What follows belongs to an exercise in optimizing a design on an open flow for small area and a short achievable clock period; a production flow would make more cautious choices. At most, simulation tests tie the RTL to the original design; equivalence was not proved. Power and IR drop assume default switching activity.

== zinc ==
==> flow/design.v (excerpt) <==
module mult32x32 (
  input              i_clk     ,
  input              i_rstn    ,
  input  wire        i_multa_ns,
  input  wire        i_multb_ns,
  input  wire [31:0] i_multa   ,
  input  wire [31:0] i_multb   ,
  output wire [63:0] o_product
);
wire n1 = i_multa_ns & i_multa[31];
wire n2 = i_multb_ns & i_multb[31];
wire g3 = i_multa[1] & i_multa[0];
wire p4 = i_multa[1] ^ i_multa[0];
wire g5 = i_multa[2] & i_multa[1];
wire p6 = i_multa[2] ^ i_multa[1];
wire g7 = i_multa[3] & i_multa[2];
wire p8 = i_multa[3] ^ i_multa[2];
wire g9 = i_multa[4] & i_multa[3];
wire p10 = i_multa[4] ^ i_multa[3];
wire g11 = i_multa[5] & i_multa[4];
wire p12 = i_multa[5] ^ i_multa[4];
wire g13 = i_multa[6] & i_multa[5];
wire p14 = i_multa[6] ^ i_multa[5];
wire g15 = i_multa[7] & i_multa[6];
wire p16 = i_multa[7] ^ i_multa[6];
wire g17 = i_multa[8] & i_multa[7];
wire p18 = i_multa[8] ^ i_multa[7];
wire g19 = i_multa[9] & i_multa[8];
wire p20 = i_multa[9] ^ i_multa[8];
wire g21 = i_multa[10] & i_multa[9];
wire p22 = i_multa[10] ^ i_multa[9];
wire g23 = i_multa[11] & i_multa[10];
wire p24 = i_multa[11] ^ i_multa[10];
wire g25 = i_multa[12] & i_multa[11];
wire p26 = i_multa[12] ^ i_multa[11];
wire g27 = i_multa[13] & i_multa[12];
wire p28 = i_multa[13] ^ i_multa[12];
wire g29 = i_multa[14] & i_multa[13];
wire p30 = i_multa[14] ^ i_multa[13];
wire g31 = i_multa[15] & i_multa[14];
wire p32 = i_multa[15] ^ i_multa[14];
wire g33 = i_multa[16] & i_multa[15];
wire p34 = i_multa[16] ^ i_multa[15];
wire g35 = i_multa[17] & i_multa[16];
wire p36 = i_multa[17] ^ i_multa[16];
wire g37 = i_multa[18] & i_multa[17];
wire p38 = i_multa[18] ^ i_multa[17];
wire g39 = i_multa[19] & i_multa[18];
wire p40 = i_multa[19] ^ i_multa[18];
wire g41 = i_multa[20] & i_multa[19];
wire p42 = i_multa[20] ^ i_multa[19];
wire g43 = i_multa[21] & i_multa[20];
wire p44 = i_multa[21] ^ i_multa[20];
wire g45 = i_multa[22] & i_multa[21];
wire p46 = i_multa[22] ^ i_multa[21];
wire g47 = i_multa[23] & i_multa[22];
  ...
Size: about 3900 cells after synthesis, about 950 flip-flops, about 130 I/O pins, about 0.043 mm^2 of cells after synthesis.
clock: 4.0 ns
lec_check: 0
cap_margin: 20
core_margin: 2
core_utilization: 40
setup_slack_margin: 1.9
slew_margin: 20
tns_end_percent: 100
run.sh (not shown) runs the stock make flow with config.mk's settings and CLKGATE_MAP_FILE= SYNTH_SCRIPT=/design/flow/synth_recipe.tcl, a recipe that flattens the netlist after the stock synthesis.
Input-level comparison between garnet and zinc:
--- a/flow/design.v
+++ b/flow/design.v
@@ -1,28 +1,7 @@
 `timescale 1ns/1ps
-module full_adder(
-	input   wire a,
-	input   wire b,
-	input   wire ci,
-	output  wire s,
-	output  wire co
-);
-assign s  = a ^ b ^ ci;
-assign co = (a & b) | (a & ci) | (b & ci);
-endmodule
-`timescale 1ns/1ps
-module half_adder(
-	input   wire a,
-	input   wire b,
-	output  wire s,
-	output  wire co
-);
-	assign s  = a ^ b;
-	assign co = a & b;
-endmodule
-`timescale 1ns/1ps
 module mult32x32 (
   input              i_clk     ,
   input              i_rstn    ,
   input  wire        i_multa_ns,
   input  wire        i_multb_ns,
   input  wire [31:0] i_multa   ,
@@ -3855,10 +3834,12 @@
 reg [6:0] vld;
 always @(posedge i_clk or negedge i_rstn) begin
   if (~i_rstn) vld <= 7'b0;
   else        vld <= {vld[5:0], 1'b1};
 end
 reg [63:0] prod_q;
-wire out_en = vld[6] & i_rstn;
-always @(posedge i_clk) prod_q <= out_en ? pd : 64'b0;
+always @(posedge i_clk or negedge i_rstn) begin
+  if (~i_rstn) prod_q <= 64'b0;
+  else        prod_q <= vld[6] ? pd : 64'b0;
+end
 assign o_product = prod_q;
 endmodule
Findings:
Where die area is concerned, zinc is better than garnet. The higher clock insertion delay at the later pin of the skew report came out of garnet. Of garnet and zinc, it is garnet that has the higher clock group total power. Clock skew (higher): garnet. Count of clock-buffer cells in the layout: zinc and garnet compared, lower one is garnet. Diff zinc -> garnet: clock network power share +1.3 points; placed cell area up 1.1%; worst setup slack went up by 0.061 ns; number of buffer and inverter instances along the worst setup path lower. Diff zinc -> garnet: non-clock buffer count climbed 19, actual transition at the worst max-transition pin climbed 0.047 ns, portion of total power attributed to combinational logic dropped 1.2 points, critical path depth dropped 6. Diff garnet..zinc | design area | negligible.
Function not checked in garnet: the RTL went through the layout flow alone.

[re-timing with driven ports]
The flow's constraints put no driver on any port. The routed layouts listed below were extracted and timed again, unchanged, in two steps. Step 1, drivers: a clkbuf_16 drives i_clk and a buf_2 each remaining input, both assumed. Step 2 also shifts input and output timing later by t, the mid clock arrival at the registers, as if the neighbouring blocks saw the same clock. a / b / c = ideal ports / drivers / drivers and shift; a / b = the first two.
run	t (ns)	setup WS [ns]	worst hold slack (ns)	slew at the worst register clock pin (ns)	worst slew at a driven data input, ns
zinc	0.760	1.735 / 1.744 / 1.002	0.207 / 0.174 / 0.304	0.07 / 0.07	0.09
garnet	0.766	1.796 / 1.796 / 1.116	0.203 / 0.175 / 0.279	0.07 / 0.07	0.09
After both steps every run listed still meets setup and hold. For zinc, which loses most, drivers alone change the setup slack by +0.009 ns; drivers and shift together by -0.733 ns.
